Context: an optimization exercise on an open-source flow, tuned for small area, a short achievable clock period and few clock cycles per item. The choices shown serve that exercise and are no tape-out recipe.
At most, simulation tests tie the RTL to the original design; equivalence was not proved.
No functional check of the RTL was part of runs 1 to 4.
Power and IR drop assume default switching activity.

File: design/flow/design.v
module execute_divide(input wire              clk,
                      input wire              reset,
                      input wire              enable,
                      input wire 	      unsigned_div,
                      output wire             done,
                      input wire [32-1:0] in_a,
                      input wire [32-1:0] in_b,
                      output reg [32-1:0] out,
                      output reg              ov
                      );
   reg                                         st_idle;
   reg                                         st_neg;
   reg                                         st_prep;
   reg                                         st_iter;
   reg                                         st_zero;
   reg                                         st_done;
   reg [32:0]                                  R;      
   reg [31:0]                                  D;      
   reg [4:0]                                   lza;    
   reg [4:0]                                   lzb;    
   reg                                         b_neg;  
   reg                                         sub;    
   reg                                         nsub;   
   reg                                         negate;  
   reg                                         inv_q;   
   function [4:0] lzc(input [31:0] x);
      reg [31:0] y;
      reg [3:0]  q;
      reg [7:0]  nz;
      reg [15:0] l;
      reg        found;
      integer    g;
      begin
         y = x | 32'h1;
         for (g = 0; g < 8; g = g + 1) begin
            q = y[4*g +: 4];
            nz[g] = |q;
            l[2*g +: 2] = q[3] ? 2'd0 : q[2] ? 2'd1 : q[1] ? 2'd2 : 2'd3;
         end
         lzc = 5'd31;
         found = 0;
         for (g = 7; g >= 0; g = g - 1)
           if (!found && nz[g]) begin
              lzc = {3'd7 - g[2:0], l[2*g +: 2]};
              found = 1;
           end
      end
   endfunction
   function [32:0] add33(input [32:0] x, input [32:0] y, input c);
      reg [33:0] g, p, gn, pn, p0;
      integer    i, lvl, d;
      begin
         g = {x & y, c};
         p0 = {x ^ y, 1'b0};
         p = p0;
         for (lvl = 0; lvl < 6; lvl = lvl + 1) begin
            d = 1 << lvl;
            gn = g; pn = p;
            for (i = 0; i < 34; i = i + 1)
              if (i >= d) begin
                 gn[i] = g[i] | (p[i] & g[i-d]);
                 pn[i] = p[i] & p[i-d];
              end
            g = gn; p = pn;
         end
         add33 = p0[33:1] ^ g[32:0];
      end
   endfunction
   wire        a_neg = !unsigned_div && in_a[31];
   wire        b_negi = !unsigned_div && in_b[31];
   wire        b_zero = (in_b == 32'h0);
   wire        s_ovf = !unsigned_div && (in_a == 32'h80000000) &&
               (in_b == 32'hffffffff);
   wire [31:0] t_a = in_a ^ {!unsigned_div && in_a[31], in_a[31:1]};
   wire [31:0] t_b = in_b ^ {!unsigned_div && in_b[31], in_b[31:1]};
   wire [4:0]  lz_a = lzc(t_a);
   wire [4:0]  lz_b = lzc(t_b);
   reg  [31:0] a_clear;    
   integer     k;
   always @(*) begin
      a_clear[31] = !t_a[31];
      for (k = 30; k >= 0; k = k - 1)
        a_clear[k] = a_clear[k+1] && !t_a[k];
   end
   wire        a_short = |(t_b & a_clear) && !a_neg;
   wire [4:0]  lza_in = b_zero ? {3'b0, !unsigned_div && in_a[31],
                                  !unsigned_div && !in_a[31]} : lz_a;
   wire [32:0] dsub = {b_neg && !st_neg, D};
   wire [32:0] sum = add33(R, {dsub[32:16] ^ {17{!nsub}}, dsub[15:0] ^ {16{sub}}},
                           sub || st_neg);
   wire        ge = !sum[32];
   wire [4:0]  sg = lzb & ~lza;
   wire [4:0]  sp = lzb ^ ~lza;
   wire [4:0]  sc = {sg[3] | (sp[3] & sg[2]) | (sp[3] & sp[2] & sg[1]) |
                     (sp[3] & sp[2] & sp[1] & sg[0]) | (sp[3] & sp[2] & sp[1] & sp[0]),
                     sg[2] | (sp[2] & sg[1]) | (sp[2] & sp[1] & sg[0]) | (sp[2] & sp[1] & sp[0]),
                     sg[1] | (sp[1] & sg[0]) | (sp[1] & sp[0]),
                     sg[0] | sp[0],
                     1'b1};
   wire [4:0]  shamt = sp ^ sc;
   wire        f = 1'b0;
   wire [31:0] sh0 = shamt[0] ? {D[30:0], f} : D;
   wire [31:0] sh1 = shamt[1] ? {sh0[29:0], {2{f}}} : sh0;
   wire [31:0] sh2 = shamt[2] ? {sh1[27:0], {4{f}}} : sh1;
   wire [31:0] sh3 = shamt[3] ? {sh2[23:0], {8{f}}} : sh2;
   wire [31:0] sh4 = shamt[4] ? {sh3[15:0], {16{f}}} : sh3;
   always @(posedge clk) begin
      st_idle 	<= reset || !enable;
      st_neg 	<= !reset && enable && st_idle && !a_short && a_neg;
      st_prep 	<= !reset && enable && ((st_idle && !a_short && !a_neg) || st_neg);
      st_iter 	<= !reset && enable && ((st_prep && ge) || (st_iter && lza != 0));
      st_zero 	<= !reset && enable && st_prep && !ge && inv_q;
      st_done 	<= !reset && enable && ((st_idle && a_short) || (st_prep && !ge && !inv_q) || st_zero ||
                                        (st_iter && lza == 0) || st_done);
   end
   always @(posedge clk) begin
      lza 	<= st_idle ? lza_in : st_prep ? shamt : lza - 1;
      lzb 	<= lz_b;
      D 	<= st_idle ? (a_neg ? 32'h0 : in_b) :
                   st_neg ? in_b :
                   st_prep ? sh4 :
                   {b_neg, D[31:1]};
      if (st_idle) begin
         R 	<= {1'b0, a_neg ? ~in_a : in_a};
         sub 	<= !a_neg && !b_negi;
         nsub 	<= a_neg || b_negi;
      end else if (!st_prep || negate) begin
         R 	<= sum;
         sub 	<= sum[32] ^ !b_neg;
         nsub 	<= sum[32] ^ b_neg;
      end
      out 	<= (st_idle || st_zero) ? 32'h0 :
                   st_prep ? {32{inv_q}} :
                   {out[30:0], ge ^ inv_q};
      if (st_idle) begin
         b_neg 	<= b_negi;
         negate <= a_neg ^ b_negi;
         inv_q 	<= (a_neg ^ b_negi) || s_ovf;
         ov 	<= b_zero || s_ovf;
      end
   end
   assign done = st_done;
endmodule  
File: design/flow/constraint.sdc
create_clock -name core_clock -period 7.0 [get_ports {clk}]
set_input_delay 1.4000 -clock core_clock [delete_from_list [all_inputs] [get_ports {clk}]]
set_output_delay 1.4000 -clock core_clock [all_outputs]
set_load 0.01 [all_outputs]
File: design/flow/config.mk
export PLATFORM = sky130hd
export DESIGN_NAME = execute_divide
export DESIGN_NICKNAME = execute_divide
export VERILOG_FILES = /design/flow/design.v
export SDC_FILE = /design/flow/constraint.sdc
export NUM_CORES = 4
export LEC_CHECK = 0
export CAP_MARGIN = 20
export CORE_MARGIN = 2
export CORE_UTILIZATION = 55
export PLACE_DENSITY = 0.75
export SETUP_SLACK_MARGIN = 3.5
export SLEW_MARGIN = 20
File: design/flow/run.sh
#!/bin/bash
# synth_recipe.tcl (not shown) runs the flow's synth.tcl, then flattens the netlist and writes it again
# the make line also repeats each setting of config.mk as NAME=value (left out here)
make -C /OpenROAD-flow-scripts/flow DESIGN_CONFIG=/design/flow/config.mk WORK_HOME=/design/flow/orfs CLKGATE_MAP_FILE= SYNTH_SCRIPT=/design/flow/synth_recipe.tcl finish
==> flow_summary.toml, run 1 <==
[synth]
synthFlopType = "dfxtp_1"
synth.avg_cell_area_um2 = 7.93
synth_xor_area_share_pct = 11.5
synth-adder-area-share_pct = 11.0
synth-async-reset-ratio_pct = 0
synthSimpleGateAreaFrac_pct = 17.9
synth_nets = 1447
synth.area.mux_share_pct = 7.94
yosys_warnings = 1
syn_inst = 1290
synthesis.area_mm2 = 0.0102
synth_edf_count = 40
synth_top_family_by_area = "compound AO/OA/AOI/OAI gates"
synth_top_area_share_pct = 15.5
ys_seq_area_share_pct = 27.2
yosys.area.top_type = "dfxtp_1"
synth_cell_types = 67
synth-seq-cells = 119
synth_compound_area_share_pct = 18.6
synth_area_leaders = "dfxtp_1 15%, edfxtp_1 12%, ha_1 11%"

[clock_network]
numCtsBuffers = 17
hold_buffers = 0
ctsLongestPathBuffers = 2
clock_sinks = 119
path_clk_slew_ns = 0.06
h-tree-depth = 4
cts_tree = "yes"
clock_latency_ns = 0.43
root_buffer = "clkbuf_16"

[final_layout]
mostFrequentLayoutCells = "156 x nor2_1, 129 x nand2_1, 92 x inv_1"
finalNetCount = 1552
syn_to_final_growth_pct = 24.7
nFillCells = 1425
layout_commonest_cell = "nor2_1"
n_antenna_cell = 0
drive_gt1_share_pct = 11.4

[setup_path]
slowest_delay_ns = 0.45
cp_slowest_cell = "a2111o_1"
worstPathMaxFanout = 13
required_ns = 7.19
cp_top_family = "compound AO/OA/AOI/OAI gates"
path_class = "flop to flop"
cp-end-kind = "flop"
path_cells = "buf_12, buf_4, xor2_4, ha_4, nand4_1, a2111o_1, nand2_1, nand4_1, a31o_2, a211oi_4, xnor2_1, mux2_2"
arrival_ns = 3.66
start_kind = "flop"
critPathBufInv = 2
crit_top_cell = "nand4_1"

[power_and_ir_drop]
p_leak_nw = 5.56
vdd_drop_max_mv = 0.199
p_per_area_mw_per_mm2 = 408

[placement]
dp_hpwl_mm = 24.1
routabilityCongestion = 0.972
portBuffers = 101
pre_cts_ws_ns = 2.52

[drt]
drt-total-wl_mm = 32.8
wl_per_cell_um = 20.1
drtAntennaViolNets = 0
drc = 0
drt-vias-per-instance = 6.13
drt_pass1_iterations = 7
vias = 10000
drtIter0Drc = 1003

[floorplanning]
initial_utilization_pct = 56.5
core_mm2 = 0.0181
die_x_um = 140
die_h_um = 140
boundaryPins = 102
row_count = 49
dieArea_mm2 = 0.0197

[sta]
drv_slew = 0
setup-tns-final_ns = 0
setup_ws_ns = 3.52
slew_headroom_pct = 42.3
max_freq_mhz = 288
hold_viol = 0
final-setup-viol-count = 0
fin_crit_ns = 3.48
fin_crit_sh_pct = 49.7
worst_pin_slew_ns = 0.864
rsz0062_at_grt = "true"
fin_worst_skew_ns = 0.0117
finalHoldWorstSlack_ns = 0.457

[grt]
grt_pass1_vias = 9378
overflow = 0
grt_usage_pct = 32.7
grt_max_degree = 71
grt_pass1_wl_mm = 50.4
antenna_found_initial = 0

[worst_hold_path]
hp-class = "flop to flop"

[run_status]
status = "finished clean"

[job]
drv_cap = 0
-- path summary, 6_finish.rpt --
path | slack (ns) | cells after the start | startpoint | to
hold reg to reg | 0.46 | 2 | out[9] | out[10]
hold / removal | 0.46 | 2 | out[9] | out[10]
setup reg to reg | 3.52 | 12 | sub | sub
setup / recovery | 3.52 | 12 | sub | sub
-- where the power goes --
| group | switching (mW) | internal [mW] |
|---|---|---|
| Sequential | 0.0892 | 0.876 |
| Combinational | 1.95 | 1.42 |
| Clock | 0.397 | 0.475 |
| Total | 2.44 | 2.77 |
-- tightest hold or removal path, delay by kind of cell (launching register included) --
family | cells | cell delay, ns
DFF | 1 | 0.32
and+or+nand+nor | 2 | 0.10
-- metal layers --
layer  track usage [%]  vias up  routed length [um]
met5                 0        -                   0
met3              5.37       97                3030
li1                  -     4727                   -
met1              44.7     4639               13700
met2              50.8      564               14600
met4              14.6        0                1540
-- repair_timing --
action / 4_1_cts / 5_1_grt
setup buffers: 17 / 9
setup endpoints to repair: 49 / 39
pin swaps: 11 / 27
resized for setup: 45 / 74
cloned: 0 / 1
-- registers in the layout (all words and copies together), names as in the netlist, 5 cells and up --
register	cells
D	32
out	32
R	33
lza	5
lzb	5
-- logic make-up after synthesis --
kind of cell / Yosys count
simple gates: 410
fa+ha+maj: 89
buf+inv: 155
xor+xnor: 133
compound gates: 304
mux: 80
flops: 119
-- stage by stage --
stage / cells / total power [mW] / util, % / cell area [um2]
6_report: 1637 / 5.21 / 70.5 / 12800
5_1_grt: 1637 / 5.53 / 70.5 / 12800
2_1_floorplan: 1290 / 3.22 / - / 10200
3_3_place_gp: 1577 / 3.85 / 63.1 / 11400
4_1_cts: 1627 / 4.88 / 68.3 / 12300
3_5_place_dp: 1578 / 3.89 / 63.2 / 11400
-- cells in the mapped netlist, types with 8 or more instances --
cell type and number:
nand4_1 15, a21oi_1 82, inv_1 98, o211ai_1 10, a31oi_1 18, mux2i_1 71
dfxtp_1 79, nor2b_1 8, mux2_2 9, nand2b_1 18, nand2_1 131, buf_1 10
xnor2_1 82, ha_1 88, o21ai_0 95, edfxtp_1 40, a211oi_1 13, clkbuf_1 35
nand3_1 22, nor2_1 157, a21o_1 14, nor3_1 18, xor2_1 50
-- final cells by class --
class | count | area [um2] | area share, %
Timing Repair Buffer | 142 | 1380 | 10.8
Clock inverter | 15 | 149 | 1.17
Inverter | 98 | 368 | 2.88
Tap cell | 229 | 287 | 2.25
Multi-Input combinational cell | 1017 | 7360 | 57.7
Clock buffer | 17 | 425 | 3.34
Sequential cell | 119 | 2790 | 21.8
==> inputs of run 2 (changes only) <==
--- a/design/flow/config.mk
+++ b/design/flow/config.mk
@@ -8,6 +8,7 @@
 export CAP_MARGIN = 20
 export CORE_MARGIN = 2
 export CORE_UTILIZATION = 55
+export CTS_BUF_LIST = sky130_fd_sc_hd__clkbuf_8
 export PLACE_DENSITY = 0.75
 export SETUP_SLACK_MARGIN = 3.5
 export SLEW_MARGIN = 20
==> flow_summary.toml, run 2 <==
[synth]
synth-async-reset-ratio_pct = 0
synth.area.mux_share_pct = 7.94
synth_top_family_by_area = "compound AO/OA/AOI/OAI gates"
synthSimpleGateAreaFrac_pct = 17.9
synth_cell_types = 67
synth_top_area_share_pct = 15.5
synth_compound_area_share_pct = 18.6
synth.avg_cell_area_um2 = 7.93
synth-seq-cells = 119
yosys.area.top_type = "dfxtp_1"
ys_seq_area_share_pct = 27.2
synth_xor_area_share_pct = 11.5
syn_inst = 1290
synth-adder-area-share_pct = 11.0
synth.most_common_cell = "nor2_1"
synth_common_cells = "157 x nor2_1, 131 x nand2_1, 98 x inv_1, 95 x o21ai_0, 88 x ha_1"
synth_area_leaders = "dfxtp_1 15%, edfxtp_1 12%, ha_1 11%"
synthFlopType = "dfxtp_1"
synthesis.area_mm2 = 0.0102
synth_nets = 1447
yosys_warnings = 1
synth_edf_count = 40

[run_status]
status = "finished clean"

[grt]
grt_max_degree = 71
grt_pass1_wl_mm = 49.9
overflow = 0
antenna_found_initial = 0
grt_usage_pct = 32.3
grt_pass1_vias = 9296

[floorplanning]
die_x_um = 140
row_count = 49
boundaryPins = 102
die_h_um = 140
initial_utilization_pct = 56.5
core_mm2 = 0.0181
dieArea_mm2 = 0.0197

[worst_hold_path]
hold_path_startpoint = "out[9]"
min_to = "out[10]"
hold_depth = 2
hp-class = "flop to flop"

[clock_network]
numCtsBuffers = 17
clock_sinks = 119
path_clk_slew_ns = 0.09
ctsLongestPathBuffers = 2
root_buffer = "clkbuf_8"
cts_tree = "yes"
clock_latency_ns = 0.47
hold_buffers = 0
h-tree-depth = 4

[placement]
routabilityCongestion = 0.972
pre_cts_ws_ns = 2.52
dp_hpwl_mm = 24.1
portBuffers = 101

[final_layout]
largest_reg_flops = 33
finalNetCount = 1551
multi_input_comb_area_mm2 = 0.00737
syn_to_final_growth_pct = 22.8
drive_gt1_share_pct = 11.5
largest_register = "R"
n_antenna_cell = 0
nFillCells = 1449
mostFrequentLayoutCells = "156 x nor2_1, 128 x nand2_1, 94 x inv_1"
reg.largest.list = "R (33), D (32), out (32)"
seq_area_mm2 = 0.00279
layout_commonest_cell = "nor2_1"

[setup_path]
cp_slowest_cell = "a2111o_1"
rr_startpoint = "sub"
path_class = "flop to flop"
required_ns = 7.23
start_kind = "flop"
reg2reg_to = "sub"
cp-end-kind = "flop"
crit_top_cell = "nand4_1"
slowest_delay_ns = 0.47
ff2ff_path_depth = 12
worstPathMaxFanout = 13
setup.worst_path.start = "sub"
ff2ff_setup_slack_ns = 3.52
arrival_ns = 3.71
path_cells = "buf_12, buf_4, xor2_4, ha_4, nand4_1, a2111o_1, nand2_2, nand4_1, a31o_2, a211oi_4, xnor2_1, mux2_2"

[drt]
drt_pass1_iterations = 7
maxUsedRoutingLayer = "met4"
wl_per_cell_um = 19.8
wl_met2_mm = 14.2
vias = 9986
drt-total-wl_mm = 32.3
wl_met1_mm = 13.6
drc = 0
drt-vias-per-instance = 6.10
drtAntennaViolNets = 0
met3_length_mm = 2.99
drtIter0Drc = 930

[sta]
drv_slew = 0
setup-tns-final_ns = 0
slew_headroom_pct = 41.6
fin_crit_sh_pct = 49.7
hold_viol = 0
rsz0062_at_grt = "true"
setup_ws_ns = 3.52
final-setup-viol-count = 0
fin_crit_ns = 3.48
worst_pin_slew_ns = 0.875
max_freq_mhz = 287
fin_worst_skew_ns = 0.0176

[job]
drv_cap = 0

[power_and_ir_drop]
p_per_area_mw_per_mm2 = 398
vdd_drop_max_mv = 0.199
p_leak_nw = 5.42
run 2: critical path, delay by kind of cell, from the launching register on:
family / cells / cell delay [ns]
AOI/OAI and AO/OA: 3 / 1.07
and+or+nand+nor: 3 / 0.46
DFF: 1 / 0.43
buffers and inverters: 2 / 0.34
adders and majority gates: 1 / 0.33
xor gates and xnor gates: 2 / 0.32
muxes: 1 / 0.27
run 2: routing by layer:
| metal | track usage [%] | up-vias |
|---|---|---|
| met3 | 4.72 | 96 |
| met5 | 0 | - |
| met4 | 15.6 | 0 |
| li1 | - | 4717 |
| met1 | 44.7 | 4650 |
| met2 | 49.6 | 523 |
run 2: final cells by class:
| type | instances | share of cell area (%) |
|---|---|---|
| Clock buffer | 17 | 1.86 |
| Clock inverter | 15 | 1.19 |
| Inverter | 98 | 2.93 |
| Multi-Input combinational cell | 1017 | 58.7 |
| Sequential cell | 119 | 22.2 |
| Tap cell | 229 | 2.28 |
| Timing Repair Buffer | 141 | 10.8 |
run 2: worst max path at each step:
| stage | endpoint | slack, ns | cells past startpoint |
|---|---|---|---|
| floorplan | sub | 3.50 | 13 |
| global placement | st_done | 2.72 | 11 |
| detailed placement | st_done | 2.52 | 11 |
| CTS | sub | 3.39 | 12 |
| global route | sub | 3.44 | 12 |
| finish | sub | 3.52 | 12 |
run 2: where the power goes:
part	switching [mW]	total, mW	internal [mW]
Clock	0.369	0.636	0.267
Combinational	1.95	3.40	1.44
Sequential	0.0910	0.966	0.875
Total	2.41	5.00	2.58
run 2: timing repair:
| action | in CTS | in global routing |
|---|---|---|
| cloned | 0 | 1 |
| gates resized for setup | 38 | 77 |
| pin swaps | 11 | 26 |
| setup endpoints to repair | 46 | 38 |
| buffers inserted | 15 | 10 |
run 2: logic make-up (layout without fill, tap and decap cells):
| group | Yosys count | in the layout |
|---|---|---|
| xor gates and xnor gates | 133 | 133 |
| AOI/OAI and AO/OA | 304 | 304 |
| muxes | 80 | 80 |
| and+or+nand+nor | 410 | 411 |
| buffers and inverters | 155 | 271 |
| DFF | 119 | 119 |
| adders and majority gates | 89 | 89 |
run 2: through the flow:
stage,hold slack (ns),instance area [um2],power (mW),utilization [%],cells
final,0.462,12600,5.00,69.4,1636
after global routing,0.495,12600,5.32,69.4,1636
after global placement,0.439,11400,3.85,63.1,1577
after detailed placement,0.447,11400,3.89,63.2,1578
after floorplan,0.459,10200,3.22,-,1290
after CTS,0.464,12100,4.63,66.9,1625
==> inputs of run 3 (changes only) <==
--- a/design/flow/design.v
+++ b/design/flow/design.v
@@ -20,7 +20,6 @@
    reg [4:0]                                   lzb;    
    reg                                         b_neg;  
    reg                                         sub;    
-   reg                                         nsub;   
    reg                                         negate;  
    reg                                         inv_q;   
    function [4:0] lzc(input [31:0] x);
@@ -86,8 +85,7 @@
    wire [4:0]  lza_in = b_zero ? {3'b0, !unsigned_div && in_a[31],
                                   !unsigned_div && !in_a[31]} : lz_a;
    wire [32:0] dsub = {b_neg && !st_neg, D};
-   wire [32:0] sum = add33(R, {dsub[32:16] ^ {17{!nsub}}, dsub[15:0] ^ {16{sub}}},
-                           sub || st_neg);
+   wire [32:0] sum = add33(R, sub ? ~dsub : dsub, sub || st_neg);
    wire        ge = !sum[32];
    wire [4:0]  sg = lzb & ~lza;
    wire [4:0]  sp = lzb ^ ~lza;
@@ -108,13 +106,13 @@
       st_idle 	<= reset || !enable;
       st_neg 	<= !reset && enable && st_idle && !a_short && a_neg;
       st_prep 	<= !reset && enable && ((st_idle && !a_short && !a_neg) || st_neg);
-      st_iter 	<= !reset && enable && ((st_prep && ge) || (st_iter && lza != 0));
+      st_iter 	<= !reset && enable && ((st_prep && ge) || (st_iter && lza != lzb));
       st_zero 	<= !reset && enable && st_prep && !ge && inv_q;
       st_done 	<= !reset && enable && ((st_idle && a_short) || (st_prep && !ge && !inv_q) || st_zero ||
-                                        (st_iter && lza == 0) || st_done);
+                                        (st_iter && lza == lzb) || st_done);
    end
    always @(posedge clk) begin
-      lza 	<= st_idle ? lza_in : st_prep ? shamt : lza - 1;
+      lza 	<= st_idle ? lza_in : st_neg ? lza - 1 : st_iter ? lza + 1 : lza;
       lzb 	<= lz_b;
       D 	<= st_idle ? (a_neg ? 32'h0 : in_b) :
                    st_neg ? in_b :
@@ -123,11 +121,9 @@
       if (st_idle) begin
          R 	<= {1'b0, a_neg ? ~in_a : in_a};
          sub 	<= !a_neg && !b_negi;
-         nsub 	<= a_neg || b_negi;
       end else if (!st_prep || negate) begin
          R 	<= sum;
          sub 	<= sum[32] ^ !b_neg;
-         nsub 	<= sum[32] ^ b_neg;
       end
       out 	<= (st_idle || st_zero) ? 32'h0 :
                    st_prep ? {32{inv_q}} :
==> flow_summary.toml, run 3 <==
[setup_path]
endpoint = "out[0]"
cp_top_family = "compound AO/OA/AOI/OAI gates"
path_cells = "buf_4, buf_12, xor2_1, ha_1, nand3_2, or3_4, a211o_1, a21oi_4, o21ba_4, o2111a_1, a211oi_4, buf_4, buf_4, or3_1, a21boi_1"
critPathBufInv = 4
start_kind = "flop"
slowest_delay_ns = 0.45
ff2ff_path_depth = 15
cp-end-kind = "flop"
worstPathMaxFanout = 5
ff2ff_setup_slack_ns = 3.38
crit_top_cell = "buf_4"
cp.depth = 15
setup.worst_path.start = "sub"
rr_startpoint = "sub"
required_ns = 7.40
reg2reg_to = "out[0]"
arrival_ns = 4.02
path_class = "flop to flop"
cp_slowest_cell = "edfxtp_1"

[power_and_ir_drop]
vdd_drop_max_mv = 0.190
p_leak_nw = 5.47
p_per_area_mw_per_mm2 = 326

[drt]
drt-vias-per-instance = 6.09
vias = 9974
wl_per_cell_um = 20.2
drt-total-wl_mm = 33.0
drc = 0
drtIter0Drc = 957
drt_pass1_iterations = 6
drtAntennaViolNets = 0

[final_layout]
mostFrequentLayoutCells = "147 x nor2_1, 138 x nand2_1, 92 x clkdlybuf4s50_1"
final_area_mm2 = 0.0125
reg.largest.list = "R (33), D (32), out (32)"
finalNetCount = 1549
syn_to_final_growth_pct = 21.0
largest_reg_flops = 33
largest_register = "R"
drive_gt1_share_pct = 9.62
n_antenna_cell = 0
layout_commonest_cell = "nor2_1"

[grt]
overflow = 0
use_met3_pct = 5.06
grt_pass1_wl_mm = 49.4
grt_usage_pct = 32.0
met2_usage_pct = 54.5
grt_pass1_vias = 9266
grt_max_degree = 68
grtUsageMet1_pct = 40.1
top_usage_layer = "met2"
antenna_found_initial = 0

[job]
drv_cap = 0

[clock_network]
cts_tree = "yes"
numCtsBuffers = 17
ctsLongestPathBuffers = 2
path_clk_slew_ns = 0.09
root_buffer = "clkbuf_8"
clock_sinks = 118
h-tree-depth = 4
hold_buffers = 0
clock_latency_ns = 0.48

[sta]
fin_crit_sh_pct = 51.7
slew_headroom_pct = 31.0
worst_pin_slew_ns = 1.03
finalHoldWorstSlack_ns = 0.467
fin_crit_ns = 3.62
max_freq_mhz = 276
final-setup-viol-count = 0
setup_ws_ns = 3.38
rsz0062_at_grt = "true"
drv_slew = 0
hold_viol = 0
fin_worst_skew_ns = 0.0206
setup-tns-final_ns = 0

[synth]
synth.avg_cell_area_um2 = 7.98
yosys_warnings = 1
synth_edf_count = 44
synth-async-reset-ratio_pct = 0
synth_top_area_share_pct = 14.4
yosys.area.top_type = "dfxtp_1"
syn_inst = 1291
synth_common_cells = "151 x nor2_1, 142 x nand2_1, 90 x inv_1, 89 x ha_1, 87 x o21ai_0"
ys_seq_area_share_pct = 27.2
synth_nets = 1450
synth-seq-cells = 118
synth_area_leaders = "dfxtp_1 14%, edfxtp_1 13%, ha_1 11%"
synthesis.area_mm2 = 0.0103
synth.most_common_cell = "nor2_1"
synthFlopType = "dfxtp_1"
synth_cell_types = 74

[placement]
dp_hpwl_mm = 24.3
dpl-instance-area_mm2 = 0.0115
portBuffers = 101
routabilityCongestion = 0.986
pre_cts_ws_ns = 2.44

[worst_hold_path]
hold_depth = 2
hold_path_startpoint = "out[19]"
hp-class = "flop to flop"

[floorplanning]
initial_utilization_pct = 55.6
core_mm2 = 0.0185
row_count = 50
die_h_um = 141
boundaryPins = 102
die_x_um = 141
dieArea_mm2 = 0.0198

[run_status]
status = "finished clean"
==> run 3: cell types whose count changed in the layout (fill, tap and decap cells not counted), sizes merged, moves of 6 or more <==
cell	before	now
a21boi	7	1
a21o	14	22
a21oi	82	70
a22oi	0	8
clkdlybuf4s50	83	92
dlygate4sd2	9	1
inv	110	100
nand2	131	142
nor2	157	151
nor3	18	12
o211ai	11	23
o21ai	95	107
xnor2	83	63
xor2	50	71
==> run 3: worst min-delay path by stage <==
stage	end	slack (ns)
floorplan	R[32]	0.48
global placement	out[26]	0.44
detailed placement	out[5]	0.45
CTS	out[20]	0.46
global route	out[5]	0.49
finish	out[20]	0.47
==> run 3: report_power, final <==
| part | switching, mW | total [mW] | leakage, nW | internal [mW] |
|---|---|---|---|---|
| sequential | 0.0826 | 0.920 | 1.08 | 0.838 |
| clock | 0.369 | 0.636 | 0.197 | 0.267 |
| combinational | 1.46 | 2.50 | 4.19 | 1.04 |
| total | 1.91 | 4.06 | 5.47 | 2.15 |
==> run 3: what timing repair did <==
item,CTS,global route
setup endpoints to repair,34,50
cloned,0,4
setup buffers,6,16
gates resized for setup,20,51
pin swaps,7,16
==> run 3: through the flow <==
step / cells / power (mW) / util [%]
after floorplan: 1291 / 2.63 / -
after global placement: 1579 / 3.12 / 62.1
after detailed placement: 1579 / 3.16 / 62.1
after CTS: 1617 / 3.85 / 65.0
after global routing: 1637 / 4.31 / 67.3
final: 1637 / 4.06 / 67.3
==> run 3: final cells by class <==
type / count / area (um2)
Clock buffer: 17 / 234
Clock inverter: 15 / 155
Fill cell: 1572 / 6050
Inverter: 91 / 342
Multi-Input combinational cell: 1024 / 7240
Sequential cell: 118 / 2810
Tap cell: 234 / 293
Timing Repair Buffer: 138 / 1400
==> run 3: per-layer routing <==
layer	wire length (um)	vias to the layer above
li1	-	4722
met2	15500	521
met3	2830	87
met1	13200	4644
met4	1510	0
met5	0	-
==> run 3: cell families (layout without fill, tap and decap cells) <==
family                   after synthesis  after routing  synth area share [%]
AO/OA/AOI/OAI                        307            307                  18.8
XOR/XNOR                             134            134                  11.5
adder cells (fa/ha/maj)               91             91                  11.2
buffers and inverters                149            261                  5.55
flip-flops                           118            118                  27.2
multiplexers                          78             78                  7.75
AND/OR/NAND/NOR                      414            414                  18.0
==> run 3: worst reg2reg max path, cell delays in order (launching register included) <==
cell and delay, ns:
edfxtp_1 0.45, buf_4 0.19, buf_12 0.14, xor2_1 0.16, ha_1 0.39, nand3_2 0.10, or3_4 0.40, a211o_1 0.29
a21oi_4 0.22, o21ba_4 0.19, o2111a_1 0.23, a211oi_4 0.08, buf_4 0.14, buf_4 0.13, or3_1 0.30, a21boi_1 0.14
==> inputs of run 4 (changes only) <==
--- a/design/flow/design.v
+++ b/design/flow/design.v
@@ -19,7 +19,6 @@
    reg [4:0]                                   lza;    
    reg [4:0]                                   lzb;    
    reg                                         b_neg;  
-   reg                                         sub;    
    reg                                         negate;  
    reg                                         inv_q;   
    function [4:0] lzc(input [31:0] x);
@@ -84,7 +83,8 @@
    wire        a_short = |(t_b & a_clear) && !a_neg;
    wire [4:0]  lza_in = b_zero ? {3'b0, !unsigned_div && in_a[31],
                                   !unsigned_div && !in_a[31]} : lz_a;
-   wire [32:0] dsub = {b_neg && !st_neg, D};
+   wire        sub = R[32] ^ !b_neg;
+   wire [32:0] dsub = {b_neg ^ st_neg, D};
    wire [32:0] sum = add33(R, sub ? ~dsub : dsub, sub || st_neg);
    wire        ge = !sum[32];
    wire [4:0]  sg = lzb & ~lza;
@@ -106,25 +106,22 @@
       st_idle 	<= reset || !enable;
       st_neg 	<= !reset && enable && st_idle && !a_short && a_neg;
       st_prep 	<= !reset && enable && ((st_idle && !a_short && !a_neg) || st_neg);
-      st_iter 	<= !reset && enable && ((st_prep && ge) || (st_iter && lza != lzb));
+      st_iter 	<= !reset && enable && ((st_prep && ge) || (st_iter && lza != 0));
       st_zero 	<= !reset && enable && st_prep && !ge && inv_q;
       st_done 	<= !reset && enable && ((st_idle && a_short) || (st_prep && !ge && !inv_q) || st_zero ||
-                                        (st_iter && lza == lzb) || st_done);
+                                        (st_iter && lza == 0) || st_done);
    end
    always @(posedge clk) begin
-      lza 	<= st_idle ? lza_in : st_neg ? lza - 1 : st_iter ? lza + 1 : lza;
+      lza 	<= st_idle ? lza_in : st_prep ? shamt : lza - 1;
       lzb 	<= lz_b;
       D 	<= st_idle ? (a_neg ? 32'h0 : in_b) :
                    st_neg ? in_b :
                    st_prep ? sh4 :
                    {b_neg, D[31:1]};
-      if (st_idle) begin
-         R 	<= {1'b0, a_neg ? ~in_a : in_a};
-         sub 	<= !a_neg && !b_negi;
-      end else if (!st_prep || negate) begin
-         R 	<= sum;
-         sub 	<= sum[32] ^ !b_neg;
-      end
+      if (st_idle)
+        R 	<= {a_neg && !b_negi, a_neg ? ~in_a : in_a};
+      else if (!st_prep || negate)
+        R 	<= sum;
       out 	<= (st_idle || st_zero) ? 32'h0 :
                    st_prep ? {32{inv_q}} :
                    {out[30:0], ge ^ inv_q};
--- a/design/flow/config.mk
+++ b/design/flow/config.mk
@@ -7,8 +7,6 @@
 export LEC_CHECK = 0
 export CAP_MARGIN = 20
 export CORE_MARGIN = 2
-export CORE_UTILIZATION = 55
-export CTS_BUF_LIST = sky130_fd_sc_hd__clkbuf_8
-export PLACE_DENSITY = 0.75
+export CORE_UTILIZATION = 40
 export SETUP_SLACK_MARGIN = 3.5
 export SLEW_MARGIN = 20
==> flow_summary.toml, run 4 <==
[floorplanning]
core_mm2 = 0.0258
initial_utilization_pct = 40.4
die_h_um = 166
dieArea_mm2 = 0.0274
row_count = 59
die_x_um = 166
boundaryPins = 102

[sta]
max_freq_mhz = 268
fin_crit_sh_pct = 53.2
setup_ws_ns = 3.27
rsz0062_at_grt = "true"
final-setup-viol-count = 0
setup-tns-final_ns = 0
slew_headroom_pct = 27.2
hold_viol = 0
fin_crit_ns = 3.73
drv_slew = 0
fin_worst_skew_ns = 0.0101
worst_pin_slew_ns = 1.09

[synth]
syn_inst = 1234
synthFlopType = "dfxtp_1"
synth_edf_count = 39
yosys_warnings = 1
synth-async-reset-ratio_pct = 0
synth_cell_types = 71
synth-seq-cells = 117
synth.most_common_cell = "nor2_1"
ys_seq_area_share_pct = 26.2
synth.avg_cell_area_um2 = 8.47
synth_top_area_share_pct = 14.9
synth_common_cells = "139 x nor2_1, 97 x inv_1, 96 x xnor2_1, 93 x o21ai_0, 88 x ha_1"
synth_nets = 1391
synthesis.area_mm2 = 0.0104
synth_area_leaders = "dfxtp_1 15%, edfxtp_1 11%, ha_1 11%"
yosys.area.top_type = "dfxtp_1"

[setup_path]
rr_startpoint = "b_neg"
cp-end-kind = "flop"
start_kind = "flop"
worstPathMaxFanout = 7
ff2ff_path_depth = 15
ff2ff_setup_slack_ns = 3.27
reg2reg_to = "R[32]"
path_class = "flop to flop"
arrival_ns = 3.90
required_ns = 7.18

[power_and_ir_drop]
power.share.combinational_pct = 65.1
p_int_mw = 2.86
p_leak_nw = 5.67
clock_power_share_pct = 16.9
finalPower_mw = 5.19
p_sw_share_pct = 45.0
p_sw_mw = 2.33
p_per_area_mw_per_mm2 = 379
vdd_drop_max_mv = 0.180
seqPwrFrac_pct = 18.0

[final_layout]
drive_gt1_share_pct = 19.4
syn_to_final_growth_pct = 31.1
reg.largest.list = "R (33), D (32), out (32)"
layout_commonest_cell = "nor2_1"
nFillCells = 2413
stdcell_count = 1694
largest_reg_flops = 33
n_antenna_cell = 0
mostFrequentLayoutCells = "134 x nor2_1, 85 x inv_1, 85 x o21ai_0"
finalNetCount = 1503
largest_register = "R"

[grt]
grt_max_degree = 75
grt_usage_pct = 25.2
grt_pass1_vias = 9581
antenna_found_initial = 0
grt_pass1_wl_mm = 54.6
overflow = 0

[worst_hold_path]
min_to = "out[18]"
hold_path_startpoint = "out[17]"
hold_depth = 2
hp-class = "flop to flop"

[drt]
wl_met1_mm = 15.5
drt-vias-per-instance = 5.99
drc = 0
wl_per_cell_um = 21.4
drt_pass1_iterations = 5
vias = 10200
drt-total-wl_mm = 36.3
wl_met2_mm = 16.2
met3_length_mm = 2.89
maxUsedRoutingLayer = "met4"
drtIter0Drc = 1061
drtAntennaViolNets = 0

[clock_network]
path_clk_slew_ns = 0.07
clock_sinks = 117
clock_latency_ns = 0.43
numCtsBuffers = 17
h-tree-depth = 4
ctsLongestPathBuffers = 2
root_buffer = "clkbuf_16"
cts_tree = "yes"

[run_status]
status = "finished clean"

[job]
drv_cap = 0

[placement]
portBuffers = 101
routabilityCongestion = 0.928
numPlacedInstances = 1620
pre_cts_ws_ns = 2.36
dp_hpwl_mm = 25.4
## run 4: cell count changes after synthesis, sizes merged, moves of 10 or more
cell    change
mux4       +22
xnor2      +33
o21ai      -14
mux2       +14
a221oi     +10
xor2       -36
nand2      -74
mux2i      -32
nor2       -12
## run 4: metal layers
layer  vias up  track usage, %
met5         -               0
met4         0            11.6
met3        85            4.76
met2       510            39.2
met1      4862            34.1
li1       4695               -
## run 4: kinds of logic (layout without fill, tap and decap cells)
| group | after synthesis | in the layout | synth area share [%] |
|---|---|---|---|
| XOR/XNOR | 131 | 132 | 11.1 |
| adder cells (fa/ha/maj) | 89 | 89 | 10.7 |
| buffers and inverters | 158 | 279 | 5.83 |
| flip-flops | 117 | 117 | 26.2 |
| AND/OR/NAND/NOR | 329 | 332 | 14.6 |
| multiplexers | 82 | 82 | 10.8 |
| AO/OA/AOI/OAI | 328 | 328 | 20.8 |
## run 4: worst max path at each step
stage	from	to	slack, ns	cells past startpoint
5_1_grt	b_neg	R[31]	3.18	14
6_report	b_neg	R[32]	3.27	15
4_1_cts	b_neg	R[29]	3.40	14
3_5_place_dp	in_b[31]	lzb[0]	2.36	10
3_3_place_gp	in_b[31]	lzb[0]	2.37	10
2_1_floorplan	R[32]	R[31]	3.51	12
## run 4: stage by stage
step,hold WS [ns],utilization (%),instance area (um2)
floorplan,0.448,-,10500
global placement,0.448,45.6,11800
detailed placement,0.449,45.6,11800
CTS,0.467,50.4,13000
global route,0.483,53.0,13700
finish,0.461,53.0,13700
## run 4: area by class of cell
cell class                      instances  area (um2)  share of cell area [%]
Sequential cell                       117        2740                    20.0
Inverter                               97         364                    2.66
Multi-Input combinational cell        963        8110                    59.2
Timing Repair Buffer                  150        1490                    10.9
Clock inverter                         15         155                    1.13
Tap cell                              335         419                    3.06
Clock buffer                           17         425                    3.11
## run 4: critical path: stages, from the launching register on
cell	delay [ns]
edfxtp_1	0.41
buf_6	0.15
xor2_4	0.28
buf_12	0.20
buf_4	0.14
xnor2_1	0.06
ha_1	0.33
a211oi_2	0.22
nor2_2	0.08
o41ai_2	0.31
buf_4	0.19
o211a_4	0.19
o211ai_4	0.09
a221oi_4	0.40
xor2_1	0.14
mux2_2	0.28
## run 4: power groups by stage
stage | combinational [mW] | sequential [mW] | clock (mW)
after detailed placement | 2.68 | 0.937 | 0
after global routing | 3.64 | 0.947 | 0.919
after floorplan | 2.09 | 0.903 | 0
after global placement | 2.66 | 0.933 | 0
final | 3.38 | 0.934 | 0.879
after CTS | 2.98 | 0.926 | 0.892
## run 4: what timing repair did
action	in CTS	in global routing
setup endpoints to repair	73	52
resized for setup	94	114
pin swaps	26	35
buffers inserted	23	14
gates cloned	3	2
hold buffers	0	0
==> inputs of run 5 (changes only) <==
--- a/design/flow/design.v
+++ b/design/flow/design.v
@@ -19,6 +19,7 @@
    reg [4:0]                                   lza;    
    reg [4:0]                                   lzb;    
    reg                                         b_neg;  
+   reg                                         sub;    
    reg                                         negate;  
    reg                                         inv_q;   
    function [4:0] lzc(input [31:0] x);
@@ -83,8 +84,7 @@
    wire        a_short = |(t_b & a_clear) && !a_neg;
    wire [4:0]  lza_in = b_zero ? {3'b0, !unsigned_div && in_a[31],
                                   !unsigned_div && !in_a[31]} : lz_a;
-   wire        sub = R[32] ^ !b_neg;
-   wire [32:0] dsub = {b_neg ^ st_neg, D};
+   wire [32:0] dsub = {b_neg && !st_neg, D};
    wire [32:0] sum = add33(R, sub ? ~dsub : dsub, sub || st_neg);
    wire        ge = !sum[32];
    wire [4:0]  sg = lzb & ~lza;
@@ -102,13 +102,15 @@
    wire [31:0] sh2 = shamt[2] ? {sh1[27:0], {4{f}}} : sh1;
    wire [31:0] sh3 = shamt[3] ? {sh2[23:0], {8{f}}} : sh2;
    wire [31:0] sh4 = shamt[4] ? {sh3[15:0], {16{f}}} : sh3;
+   wire        neg_short = {1'b0, lza} > {1'b0, lzb} + 6'd1;
    always @(posedge clk) begin
       st_idle 	<= reset || !enable;
       st_neg 	<= !reset && enable && st_idle && !a_short && a_neg;
-      st_prep 	<= !reset && enable && ((st_idle && !a_short && !a_neg) || st_neg);
+      st_prep 	<= !reset && enable && ((st_idle && !a_short && !a_neg) || (st_neg && !neg_short));
       st_iter 	<= !reset && enable && ((st_prep && ge) || (st_iter && lza != 0));
       st_zero 	<= !reset && enable && st_prep && !ge && inv_q;
-      st_done 	<= !reset && enable && ((st_idle && a_short) || (st_prep && !ge && !inv_q) || st_zero ||
+      st_done 	<= !reset && enable && ((st_idle && a_short) || (st_neg && neg_short) ||
+                                        (st_prep && !ge && !inv_q) || st_zero ||
                                         (st_iter && lza == 0) || st_done);
    end
    always @(posedge clk) begin
@@ -118,11 +120,14 @@
                    st_neg ? in_b :
                    st_prep ? sh4 :
                    {b_neg, D[31:1]};
-      if (st_idle)
-        R 	<= {a_neg && !b_negi, a_neg ? ~in_a : in_a};
-      else if (!st_prep || negate)
-        R 	<= sum;
-      out 	<= (st_idle || st_zero) ? 32'h0 :
+      if (st_idle) begin
+         R 	<= {1'b0, a_neg ? ~in_a : in_a};
+         sub 	<= !a_neg && !b_negi;
+      end else if (!st_prep || negate) begin
+         R 	<= sum;
+         sub 	<= sum[32] ^ !b_neg;
+      end
+      out 	<= (st_idle || st_neg || st_zero) ? 32'h0 :
                    st_prep ? {32{inv_q}} :
                    {out[30:0], ge ^ inv_q};
       if (st_idle) begin
--- a/design/flow/config.mk
+++ b/design/flow/config.mk
@@ -7,6 +7,8 @@
 export LEC_CHECK = 0
 export CAP_MARGIN = 20
 export CORE_MARGIN = 2
-export CORE_UTILIZATION = 40
-export SETUP_SLACK_MARGIN = 3.5
+export CORE_UTILIZATION = 55
+export CTS_BUF_LIST = sky130_fd_sc_hd__clkbuf_8
+export PLACE_DENSITY = 0.75
+export SETUP_SLACK_MARGIN = 3.4
 export SLEW_MARGIN = 20
==> flow_summary.toml, run 5 <==
[run_status]
status = "finished clean"

[setup_path]
cp-end-kind = "flop"
reg2reg_to = "R[25]"
rr_startpoint = "sub"
ff2ff_path_depth = 13
required_ns = 7.40
path_class = "input port to flop"
worstPathMaxFanout = 4
start_kind = "input port"
arrival_ns = 3.91
ff2ff_setup_slack_ns = 3.52

[floorplanning]
die_h_um = 143
boundaryPins = 102
initial_utilization_pct = 56.3
dieArea_mm2 = 0.0204
die_x_um = 143
core_mm2 = 0.0188
row_count = 50

[synth]
synth-async-reset-ratio_pct = 0
ys_seq_area_share_pct = 26.0
synth_common_cells = "140 x nand2_1, 118 x a21oi_1, 99 x inv_1, 94 x ha_1, 82 x mux2i_1"
synth.avg_cell_area_um2 = 8.11
synth_nets = 1469
synth.most_common_cell = "nand2_1"
synth-seq-cells = 118
syn_inst = 1306
synth_edf_count = 39
synth_top_area_share_pct = 14.9
yosys.area.top_type = "dfxtp_1"
yosys_warnings = 1
synthFlopType = "dfxtp_1"
synthesis.area_mm2 = 0.0106
synth_cell_types = 75
synth_area_leaders = "dfxtp_1 15%, ha_1 11%, edfxtp_1 11%"

[sta]
final-setup-viol-count = 0
drv_slew = 0
hold_viol = 0
slew_headroom_pct = 36.4
setup-tns-final_ns = 0
fin_worst_skew_ns = 0.0169
fin_crit_sh_pct = 50.2
rsz0062_at_grt = "true"
fin_crit_ns = 3.52
max_freq_mhz = 284
worst_pin_slew_ns = 0.954

[final_layout]
final_area_mm2 = 0.0124
reg.largest.list = "R (33), D (32), out (32)"
largest_register = "R"
layout_commonest_cell = "nand2_1"
nFillCells = 1684
n_antenna_cell = 0
drive_gt1_share_pct = 7.44
multi_input_comb_area_mm2 = 0.00738
stdcell_count = 1658
finalNetCount = 1548
syn_to_final_growth_pct = 16.8
seq_area_mm2 = 0.00275
largest_reg_flops = 33
mostFrequentLayoutCells = "139 x nand2_1, 117 x a21oi_1, 100 x clkdlybuf4s50_1"

[grt]
grt_max_degree = 103
grt_pass1_wl_mm = 51.5
grt_pass1_vias = 9299
overflow = 0
antenna_found_initial = 0
grt_usage_pct = 33.4

[clock_network]
hold_buffers = 0
root_buffer = "clkbuf_8"
ctsLongestPathBuffers = 2
cts_tree = "yes"
clock_latency_ns = 0.46
clock_sinks = 118
path_clk_slew_ns = 0.08
h-tree-depth = 4
numCtsBuffers = 17

[power_and_ir_drop]
vdd_drop_max_mv = 0.194
finalPower_mw = 4.30
p_leak_nw = 5.28
p_per_area_mw_per_mm2 = 347

[drt]
drtIter0Drc = 1055
wl_met2_mm = 15.0
maxUsedRoutingLayer = "met4"
drt_pass1_iterations = 6
wl_met1_mm = 14.4
met3_length_mm = 2.87
wl_per_cell_um = 20.6
drtAntennaViolNets = 0
drc = 0
drt-vias-per-instance = 6.11
vias = 10100
drt-total-wl_mm = 34.2

[placement]
numPlacedInstances = 1619
dpl-instance-area_mm2 = 0.0118
dp_hpwl_mm = 27.0
portBuffers = 101
routabilityCongestion = 0.992

[worst_hold_path]
hold_depth = 2
hold_path_startpoint = "out[29]"
min_to = "out[30]"
hp-class = "flop to flop"

[job]
drv_cap = 0
run 5: area by class of cell:
| cell class | instances | area share, % |
|---|---|---|
| well taps | 260 | 2.63 |
| clock buffers | 17 | 1.89 |
| repair buffers | 120 | 9.41 |
| clock inverters | 15 | 1.26 |
| flip-flops and latches | 118 | 22.2 |
| inverters | 99 | 3.00 |
| multi-input cells | 1029 | 59.6 |
run 5: repair_timing:
item | CTS | global route
pin swaps | 0 | 2
resized for setup | 10 | 15
buffers inserted | 5 | 1
endpoints found under the setup margin | 44 | 31
run 5: stage by stage:
| step | hold slack (ns) | setup slack, ns | utilization [%] |
|---|---|---|---|
| 2_1_floorplan | 0.471 | 3.68 | - |
| 3_3_place_gp | 0.448 | 2.78 | 62.6 |
| 3_5_place_dp | 0.453 | 2.68 | 62.6 |
| 4_1_cts | 0.465 | 3.42 | 65.1 |
| 5_1_grt | 0.487 | 3.27 | 65.8 |
| 6_report | 0.457 | 3.48 | 65.8 |
run 5: critical path, stage by stage:
cell and delay (ns):
clkdlybuf4s50_1 0.50, xnor2_1 0.49, and4b_1 0.34, and2_4 0.19, nand3_2 0.15, nor3_1 0.44, a2111oi_4 0.08, o211ai_1 0.19
o21a_1 0.14
run 5: worst max-delay path by stage:
stage                       startpoint  endpoint  slack, ns  cells after the start
after floorplan               in_a[22]    lza[0]       3.68                      9
after global placement    unsigned_div    lza[0]       2.78                     10
after detailed placement      in_a[22]    lza[0]       2.68                     10
after CTS                     in_a[26]    lza[0]       3.42                     11
after global routing               sub     R[25]       3.27                     13
final                         in_a[29]    lza[0]       3.48                      9
run 5: cell families (layout without fill, tap and decap cells):
logic type	Yosys count	in the layout	share of synthesized area, %
simple gates	368	368	16.6
compound gates	343	343	20.5
buf+inv	159	251	5.93
xor+xnor	140	140	11.8
flops	118	118	26.0
fa+ha+maj	95	95	11.3
mux	83	83	7.85
run 5: power breakdown:
part	internal, mW	total, mW	switching, mW
sequential	0.841	0.932	0.0909
clock	0.295	0.633	0.338
combinational	1.11	2.73	1.63
total	2.24	4.30	2.06
run 5: routing by layer:
metal / global-route usage [%] / vias up
met3: 4.83 / 98
met5: 0 / -
li1: - / 4818
met1: 45.0 / 4682
met4: 16.4 / 0
met2: 52.6 / 540
Testbench counts of run 5, summed over its fixed seeds: cycles 31,717, items 3,200.
==> inputs of run 6 (changes only) <==
--- a/design/flow/config.mk
+++ b/design/flow/config.mk
@@ -7,8 +7,8 @@
 export LEC_CHECK = 0
 export CAP_MARGIN = 20
 export CORE_MARGIN = 2
-export CORE_UTILIZATION = 55
+export CORE_UTILIZATION = 50
 export CTS_BUF_LIST = sky130_fd_sc_hd__clkbuf_8
-export PLACE_DENSITY = 0.75
-export SETUP_SLACK_MARGIN = 3.4
+export PLACE_DENSITY = 0.7
+export SETUP_SLACK_MARGIN = 3.5
 export SLEW_MARGIN = 20
==> flow_summary.toml, run 6 <==
[run_status]
status = "finished clean"

[synth]
synth_top_area_share_pct = 14.9
synth_nets = 1469
synth_area_leaders = "dfxtp_1 15%, ha_1 11%, edfxtp_1 11%"
synthFlopType = "dfxtp_1"
synth_edf_count = 39
synth-async-reset-ratio_pct = 0
synth.most_common_cell = "nand2_1"
synth-seq-cells = 118
yosys_warnings = 1
syn_inst = 1306
ys_seq_area_share_pct = 26.0
synth.avg_cell_area_um2 = 8.11
synth_cell_types = 75
synthesis.area_mm2 = 0.0106
yosys.area.top_type = "dfxtp_1"
synth_common_cells = "140 x nand2_1, 118 x a21oi_1, 99 x inv_1, 94 x ha_1, 82 x mux2i_1"

[clock_network]
clock_latency_ns = 0.47
h-tree-depth = 4
cts_tree = "yes"
hold_buffers = 0
root_buffer = "clkbuf_8"
numCtsBuffers = 17
ctsLongestPathBuffers = 2
path_clk_slew_ns = 0.08
clock_sinks = 118

[sta]
setup_ws_ns = 3.59
hold_viol = 0
fin_worst_skew_ns = 0.0170
setup-tns-final_ns = 0
final-setup-viol-count = 0
rsz0062_at_grt = "true"
max_freq_mhz = 293
worst_pin_slew_ns = 1.08
drv_slew = 0
fin_crit_ns = 3.41
slew_headroom_pct = 28.3
fin_crit_sh_pct = 48.8

[grt]
antenna_found_initial = 0
grt_pass1_vias = 9368
overflow = 0
grt_usage_pct = 30.9
grt_max_degree = 103
grt_pass1_wl_mm = 52.2

[drt]
wl_per_cell_um = 20.7
drc = 0
vias = 9980
drtIter0Drc = 977
drt-vias-per-instance = 5.95
drtAntennaViolNets = 0
drt-total-wl_mm = 34.7
drt_pass1_iterations = 5

[final_layout]
n_antenna_cell = 0
largest_reg_flops = 33
finalNetCount = 1552
layout_commonest_cell = "nand2_1"
drive_gt1_share_pct = 8.70
largest_register = "R"
mostFrequentLayoutCells = "140 x nand2_1, 113 x a21oi_1, 98 x inv_1"
nFillCells = 1879
reg.largest.list = "R (33), D (32), out (32)"
syn_to_final_growth_pct = 18.9

[power_and_ir_drop]
p_leak_nw = 5.38
power.share.combinational_pct = 64.0
p_sw_share_pct = 47.5
vdd_drop_max_mv = 0.154
p_sw_mw = 2.10
seqPwrFrac_pct = 21.0
p_per_area_mw_per_mm2 = 351
finalPower_mw = 4.42
clock_power_share_pct = 15.0
p_int_mw = 2.32

[placement]
dp_hpwl_mm = 27.0
routabilityCongestion = 0.983
pre_cts_ws_ns = 2.74
portBuffers = 101

[setup_path]
path_cells = "clkdlybuf4s50_1, xnor2_1, a21oi_1, nor2_1, nor2_1, o211ai_1, o21ai_1, or3_1, a21oi_1"
worstPathMaxFanout = 5
slowest_delay_ns = 0.53
cp_top_family = "simple AND/OR/NAND/NOR gates"
cp_slowest_cell = "clkdlybuf4s50_1"
path_class = "input port to flop"
start_kind = "input port"
critPathBufInv = 1
required_ns = 7.39
arrival_ns = 3.80
cp-end-kind = "flop"

[floorplanning]
dieArea_mm2 = 0.0224
core_mm2 = 0.0209
boundaryPins = 102
die_x_um = 150
row_count = 53
initial_utilization_pct = 50.7
die_h_um = 150

[worst_hold_path]
hp-class = "flop to flop"

[job]
drv_cap = 0
-- run 6: cell types whose count changed in the layout (fill, tap and decap cells not counted), moves of 3 or more --
cell             before  now
dlymetal6s2s_1        0    5
a21oi_1             117  113
a21oi_2               5    9
clkdlybuf4s50_1     100   96
xor2_1               71   67
buf_6                 0    3
clkinv_4              1    4
ha_1                 92   89
xor2_2                1    4
-- run 6: layout make-up --
type	count	area (um2)	area share [%]
clock buffers	17	234	1.86
clock inverters	15	169	1.34
inverters	99	375	2.98
multi-input cells	1029	7450	59.2
flip-flops and latches	118	2750	21.9
well taps	275	344	2.73
repair buffers	124	1260	10.0
-- run 6: path summary, 6_finish.rpt --
path / start / end / slack [ns] / cells past startpoint
hold reg to reg: out[29] / out[30] / 0.46 / 2
setup reg to reg: lza[0] / lza[4] / 3.60 / 11
setup / recovery: in_b[10] / st_prep / 3.59 / 9
hold / removal: out[29] / out[30] / 0.46 / 2
-- run 6: power groups by stage --
| stage | combinational (mW) | sequential (mW) | clock [mW] |
|---|---|---|---|
| global route | 3.07 | 0.937 | 0.696 |
| finish | 2.83 | 0.926 | 0.662 |
| global placement | 2.59 | 0.933 | 0 |
| floorplan | 2.03 | 0.904 | 0 |
| CTS | 2.67 | 0.924 | 0.666 |
| detailed placement | 2.61 | 0.937 | 0 |
-- run 6: cells by family (layout without fill, tap and decap cells) --
logic type | count (synthesis) | after routing | synth area share [%]
flops | 118 | 118 | 26.0
fa+ha+maj | 95 | 95 | 11.3
buf+inv | 159 | 255 | 5.93
xor+xnor | 140 | 140 | 11.8
compound gates | 343 | 343 | 20.5
simple gates | 368 | 368 | 16.6
mux | 83 | 83 | 7.85
-- run 6: worst reg2reg max path, stage by stage (launching register included) --
cell and delay [ns]:
dfxtp_1 0.46, inv_1 0.15, ha_1 0.31, buf_6 0.25, nand2b_1 0.11, a21oi_2 0.27, o21bai_2 0.17, a21oi_2 0.33
xnor2_2 0.16, buf_6 0.28, nor2_2 0.18, o32ai_1 0.59
-- run 6: routing by layer --
layer / routed length [um] / global-route usage, % / vias up
met2: 15500 / 49.2 / 462
met4: 2140 / 17.7 / 0
met3: 2290 / 4.27 / 102
li1: - / - / 4808
met1: 14700 / 40.2 / 4608
met5: 0 / 0 / -
-- run 6: through the flow --
stage          util (%)  cell area (um2)  cells  hold slack (ns)
2_1_floorplan         -            10600   1306            0.471
3_3_place_gp       56.6            11800   1636            0.450
3_5_place_dp       56.6            11800   1636            0.449
4_1_cts            59.0            12300   1670            0.460
5_1_grt            60.3            12600   1677            0.482
6_report           60.3            12600   1677            0.457
-- run 6: timing repair --
item	4_1_cts	5_1_grt
resized for setup	13	41
buffers inserted	1	5
endpoints found under the setup margin	23	28
pin swaps	1	7
gates cloned	1	0
==> inputs of run 7 (changes only) <==
--- a/design/flow/config.mk
+++ b/design/flow/config.mk
@@ -7,8 +7,9 @@
 export LEC_CHECK = 0
 export CAP_MARGIN = 20
 export CORE_MARGIN = 2
-export CORE_UTILIZATION = 50
+export CORE_UTILIZATION = 55
 export CTS_BUF_LIST = sky130_fd_sc_hd__clkbuf_8
-export PLACE_DENSITY = 0.7
+export GPL_ROUTABILITY_DRIVEN = 0
+export PLACE_DENSITY = 0.75
 export SETUP_SLACK_MARGIN = 3.5
 export SLEW_MARGIN = 20
==> flow_summary.toml, run 7 <==
[drt]
drtIter0Drc = 1167
wl_per_cell_um = 20.3
drt-vias-per-instance = 6.09
drc = 0
drt-total-wl_mm = 33.8
drt_pass1_iterations = 5
vias = 10100
drtAntennaViolNets = 0

[final_layout]
largest_register = "R"
largest_reg_flops = 33
syn_to_final_growth_pct = 18.5
mostFrequentLayoutCells = "139 x nand2_1, 114 x a21oi_1, 98 x inv_1, 98 x clkdlybuf4s50_1, 84 x ha_1"
nFillCells = 1617
layout_commonest_cell = "nand2_1"
fin_util_pct = 66.7
finalNetCount = 1553
reg.largest.list = "R (33), D (32), out (32)"
drive_gt1_share_pct = 9.05

[synth]
synth_edf_count = 39
syn_inst = 1306
ys_seq_area_share_pct = 26.0
synth_nets = 1469
synth.most_common_cell = "nand2_1"
synthesis.area_mm2 = 0.0106
synth_top_area_share_pct = 14.9
synth_cell_types = 75
synth.area.mux_share_pct = 7.85
synthSimpleGateAreaFrac_pct = 16.6
synth_top_family_by_area = "compound AO/OA/AOI/OAI gates"
synthFlopType = "dfxtp_1"
synth_xor_area_share_pct = 11.8
synth_compound_area_share_pct = 20.5
yosys_warnings = 1
synth_common_cells = "140 x nand2_1, 118 x a21oi_1, 99 x inv_1, 94 x ha_1, 82 x mux2i_1"
synth_area_leaders = "dfxtp_1 15%, ha_1 11%, edfxtp_1 11%"
synth-seq-cells = 118
synth-adder-area-share_pct = 11.3
yosys.area.top_type = "dfxtp_1"
synth-async-reset-ratio_pct = 0
synth.avg_cell_area_um2 = 8.11

[placement]
portBuffers = 101
dp_hpwl_mm = 25.8
pre_cts_ws_ns = 2.81

[sta]
drv_slew = 0
setup-tns-final_ns = 0
slew_headroom_pct = 28.6
hold_viol = 0
final-setup-viol-count = 0
fin_crit_sh_pct = 49.9
worst_pin_slew_ns = 1.07
max_freq_mhz = 286
rsz0062_at_grt = "true"
fin_worst_skew_ns = 0.0205
setup_ws_ns = 3.50
fin_crit_ns = 3.50

[grt]
grt_pass1_wl_mm = 51.5
grt_max_degree = 59
antenna_found_initial = 1
overflow = 0
grt_pass1_vias = 9419
grt_usage_pct = 33.1

[clock_network]
path_clk_slew_ns = 0.09
cts_tree = "yes"
h-tree-depth = 4
clock_sinks = 118
numCtsBuffers = 17
ctsLongestPathBuffers = 2
clock_latency_ns = 0.47
root_buffer = "clkbuf_8"

[floorplanning]
core_mm2 = 0.0188
initial_utilization_pct = 56.3
boundaryPins = 102
row_count = 50
die_x_um = 143
dieArea_mm2 = 0.0204
die_h_um = 143

[setup_path]
required_ns = 7.40
worstPathMaxFanout = 4
arrival_ns = 3.89
setup.worst_path.start = "in_b[25]"
rr_startpoint = "lza[0]"
start_kind = "input port"
path_class = "input port to flop"
cp-end-kind = "flop"

[run_status]
status = "finished clean"

[worst_hold_path]
hold_path_startpoint = "out[16]"
hp-class = "flop to flop"

[power_and_ir_drop]
vdd_drop_max_mv = 0.173
p_leak_nw = 5.36
p_per_area_mw_per_mm2 = 353

[job]
drv_cap = 0
run 7: cell counts after synthesis:
No cell type changed its count.
run 7: through the flow:
step | hold slack (ns) | cell area (um2) | instances | power (mW)
final | 0.463 | 12600 | 1664 | 4.43
after floorplan | 0.471 | 10600 | 1306 | 2.94
after CTS | 0.464 | 12200 | 1653 | 4.19
after detailed placement | 0.454 | 11800 | 1619 | 3.53
after global routing | 0.485 | 12600 | 1663 | 4.70
after global placement | 0.451 | 11800 | 1619 | 3.49
run 7: area by class of cell:
cell class	count	area, um2	area share (%)
Clock buffer	17	234	1.86
Tap cell	260	325	2.59
Clock inverter	15	148	1.18
Timing Repair Buffer	125	1240	9.88
Sequential cell	118	2750	21.9
Inverter	99	375	2.99
Multi-Input combinational cell	1029	7480	59.6
Antenna cell	1	2.50	0.0199
run 7: logic make-up (layout without fill, tap and decap cells):
group                      after synthesis  after routing
and+or+nand+nor                        368            368
buffers and inverters                  159            256
AOI/OAI and AO/OA                      343            343
muxes                                   83             83
DFF                                    118            118
other                                    0              1
adders and majority gates               95             95
xor gates and xnor gates               140            140
run 7: power by group:
part           switching [mW]  internal (mW)
Sequential             0.0925          0.840
Clock                   0.359          0.267
Combinational            1.68           1.19
run 7: metal layers:
layer  vias to the layer above  global-route usage, %  share of wire, %
met1                      4682                   43.3                41
met5                         -                      0              0.15
met4                         2                   17.5               5.6
li1                       4819                      -                 -
met2                       531                   52.6                45
met3                       102                   5.53               7.9
run 7: timing repair:
action                     4_1_cts  5_1_grt
hold buffers                     0        0
setup endpoints to repair       25       24
setup buffers                    2        8
resized for setup               11       41
gates cloned                     0        1
pin swaps                        1       17
run 7: critical path, stage by stage:
cell	delay, ns
clkdlybuf4s50_1	0.63
inv_1	0.08
ha_1	0.36
nor4_1	0.44
and3_1	0.29
nand3_1	0.15
nor3_1	0.24
o31ai_1	0.11
a21oi_1	0.19
run 7: final timing paths:
kind / end / slack [ns] / cells after the start
worst max-delay path: lzb[1] / 3.50 / 9
worst min-delay path: out[17] / 0.46 / 2
worst min register to register: out[17] / 0.46 / 2
worst max register to register: D[30] / 3.60 / 11
==> inputs of run 8 (changes only) <==
--- a/design/flow/config.mk
+++ b/design/flow/config.mk
@@ -9,7 +9,6 @@
 export CORE_MARGIN = 2
 export CORE_UTILIZATION = 55
 export CTS_BUF_LIST = sky130_fd_sc_hd__clkbuf_8
-export GPL_ROUTABILITY_DRIVEN = 0
 export PLACE_DENSITY = 0.75
 export SETUP_SLACK_MARGIN = 3.5
 export SLEW_MARGIN = 20
==> flow_summary.toml, run 8 <==
[drt]
wl_per_cell_um = 20.6
drt_pass1_iterations = 7
drc = 0
maxUsedRoutingLayer = "met4"
wl_met1_mm = 14.5
drtIter0Drc = 972
drt-total-wl_mm = 34.3
drtAntennaViolNets = 0
vias = 10200
drt-vias-per-instance = 6.12
met3_length_mm = 2.76
wl_met2_mm = 15.1

[clock_network]
path_clk_slew_ns = 0.08
clock_latency_ns = 0.46
hold_buffers = 0
ctsLongestPathBuffers = 2
clock_sinks = 118
cts_tree = "yes"
h-tree-depth = 4
root_buffer = "clkbuf_8"
numCtsBuffers = 17

[final_layout]
syn_to_final_growth_pct = 18.0
nFillCells = 1656
layout_commonest_cell = "nand2_1"
fin_util_pct = 66.4
drive_gt1_share_pct = 8.26
largest_register = "R"
stdcell_count = 1664
n_antenna_cell = 0
finalNetCount = 1554
largest_reg_flops = 33
mostFrequentLayoutCells = "139 x nand2_1, 116 x a21oi_1, 99 x inv_1"
reg.largest.list = "R (33), D (32), out (32)"

[setup_path]
ff2ff_setup_slack_ns = 3.57
worstPathMaxFanout = 4
ff2ff_path_depth = 12
cp-end-kind = "flop"
reg2reg_to = "sub"
rr_startpoint = "sub"
setup.worst_path.start = "in_a[29]"
start_kind = "input port"
path_cells = "clkdlybuf4s50_1, xnor2_1, and4b_1, and2_4, nand3_4, nor2b_4, and3_4, a2111oi_2, o211ai_1, o21a_1"
cp_top_family = "simple AND/OR/NAND/NOR gates"
critPathBufInv = 1
path_class = "input port to flop"
cp.depth = 10
cp_slowest_cell = "clkdlybuf4s50_1"
endpoint = "lza[0]"
required_ns = 7.40
arrival_ns = 3.83
slowest_delay_ns = 0.50

[placement]
numPlacedInstances = 1619
dp_hpwl_mm = 27.0
pre_cts_ws_ns = 2.68
routabilityCongestion = 0.992
portBuffers = 101

[power_and_ir_drop]
clock_power_share_pct = 14.6
p_sw_share_pct = 47.8
p_int_mw = 2.26
p_sw_mw = 2.08
p_per_area_mw_per_mm2 = 347
seqPwrFrac_pct = 21.5
vdd_drop_max_mv = 0.194
p_leak_nw = 5.35
power.share.combinational_pct = 64.0

[grt]
grt_pass1_vias = 9320
antenna_found_initial = 0
overflow = 0
grt_pass1_wl_mm = 51.6
grt_max_degree = 103
grt_usage_pct = 33.5

[worst_hold_path]
hp-class = "flop to flop"
hold_path_startpoint = "out[29]"

[synth]
synth_common_cells = "140 x nand2_1, 118 x a21oi_1, 99 x inv_1, 94 x ha_1, 82 x mux2i_1"
synth_cell_types = 75
synth_area_leaders = "dfxtp_1 15%, ha_1 11%, edfxtp_1 11%"
synth.avg_cell_area_um2 = 8.11
synth_top_area_share_pct = 14.9
yosys_warnings = 1
synth.most_common_cell = "nand2_1"
synthFlopType = "dfxtp_1"
yosys.area.top_type = "dfxtp_1"
synth_nets = 1469
synth_edf_count = 39
syn_inst = 1306
synthesis.area_mm2 = 0.0106
synth-async-reset-ratio_pct = 0
ys_seq_area_share_pct = 26.0
synth-seq-cells = 118

[sta]
setup-tns-final_ns = 0
fin_worst_skew_ns = 0.0160
fin_crit_ns = 3.44
worst_pin_slew_ns = 0.948
setup_ws_ns = 3.56
final-setup-viol-count = 0
drv_slew = 0
rsz0062_at_grt = "true"
max_freq_mhz = 291
slew_headroom_pct = 36.7
fin_crit_sh_pct = 49.1
hold_viol = 0

[job]
drv_cap = 0

[floorplanning]
row_count = 50
die_h_um = 143
core_mm2 = 0.0188
initial_utilization_pct = 56.3
die_x_um = 143
dieArea_mm2 = 0.0204
boundaryPins = 102

[run_status]
status = "finished clean"
## run 8: tightest hold or removal path, stage by stage (launching register included)
cell and delay, ns:
dfxtp_1 0.31, nand2_1 0.05, a21oi_1 0.05
## run 8: layer usage
metal	track usage (%)	vias to the layer above
li1	-	4825
met2	52.6	573
met5	0	-
met4	16.6	0
met1	45.2	4680
met3	4.59	101
## run 8: cell type report
class	instances	area [um2]	share of cell area, %
multi-input cells	1029	7430	59.5
flip-flops and latches	118	2750	22.0
repair buffers	126	1220	9.80
inverters	99	372	2.97
well taps	260	325	2.60
clock buffers	17	234	1.87
clock inverters	15	156	1.25
## run 8: cell families after synthesis
family,Yosys count,synth area share [%]
simple gates,368,16.6
compound gates,343,20.5
buf+inv,159,5.93
xor+xnor,140,11.8
flops,118,26.0
fa+ha+maj,95,11.3
mux,83,7.85
## run 8: worst min-delay path by stage
| stage | to | slack, ns | cells after the start |
|---|---|---|---|
| 2_1_floorplan | R[32] | 0.47 | 2 |
| 3_3_place_gp | out[30] | 0.45 | 2 |
| 3_5_place_dp | out[30] | 0.45 | 2 |
| 4_1_cts | out[30] | 0.46 | 2 |
| 5_1_grt | out[7] | 0.49 | 2 |
| 6_report | out[30] | 0.46 | 2 |
## run 8: what timing repair did
item | 4_1_cts | 5_1_grt
setup endpoints to repair | 58 | 24
endpoints found under the hold margin | 0 | 0
gates resized for setup | 14 | 25
pin swaps | 0 | 7
buffers inserted | 5 | 7
## run 8: power by group through the flow
stage	logic (mW)	registers, mW	clock network, mW
after floorplan	2.03	0.904	0
after global placement	2.56	0.950	0
after detailed placement	2.59	0.955	0
after CTS	2.65	0.930	0.633
after global routing	3.03	0.940	0.662
final	2.78	0.932	0.632
## run 8: through the flow
step	hold WS [ns]	area (um2)	power, mW
after floorplan	0.471	10600	2.94
final	0.457	12500	4.34
after global placement	0.448	11800	3.51
after global routing	0.487	12500	4.63
after detailed placement	0.453	11800	3.54
after CTS	0.465	12300	4.21

[separate check: timing with driven ports]
How much do the figures lean on ideal ports? The routed layouts below were timed once more, with nothing changed but the port constraints. Step 1 (the two cells are an assumption about what drives the block):
set clk [get_ports {clk}]
set_driving_cell -lib_cell sky130_fd_sc_hd__clkbuf_16 $clk
set_driving_cell -lib_cell sky130_fd_sc_hd__buf_2 [delete_from_list [all_inputs] $clk]
Step 2, shift: input delay + t, output delay - t, t = (earliest + latest rising clock arrival at the registers) / 2. This alone moves slack from input paths to output paths. Three values: ideal ports, drivers, drivers and shift; two values: the first two.
run	t (ns)	slack for setup (ns)	worst setup path at the end	worst register clock-pin slew, ns
run 1	0.477	3.523 / 3.523 / 3.077	input to register	0.07 / 0.07
run 2	0.510	3.522 / 3.522 / 3.093	input to register	0.09 / 0.09
run 3	0.520	3.382 / 3.382 / 3.013	input to register	0.11 / 0.11
run 4	0.466	3.274 / 3.274 / 3.067	input to register	0.07 / 0.07
run 5	0.490	3.485 / 3.499 / 3.009	input to register	0.09 / 0.09
run 6	0.502	3.585 / 3.599 / 3.097	input to register	0.09 / 0.09
run 7	0.506	3.504 / 3.517 / 3.012	input to register	0.10 / 0.10
run 8	0.490	3.564 / 3.568 / 3.089	input to register	0.09 / 0.09
After both steps every run listed still meets setup and hold. The setup slack of run 7, which loses most, moves by +0.013 ns with the drivers and by -0.492 ns with both steps.
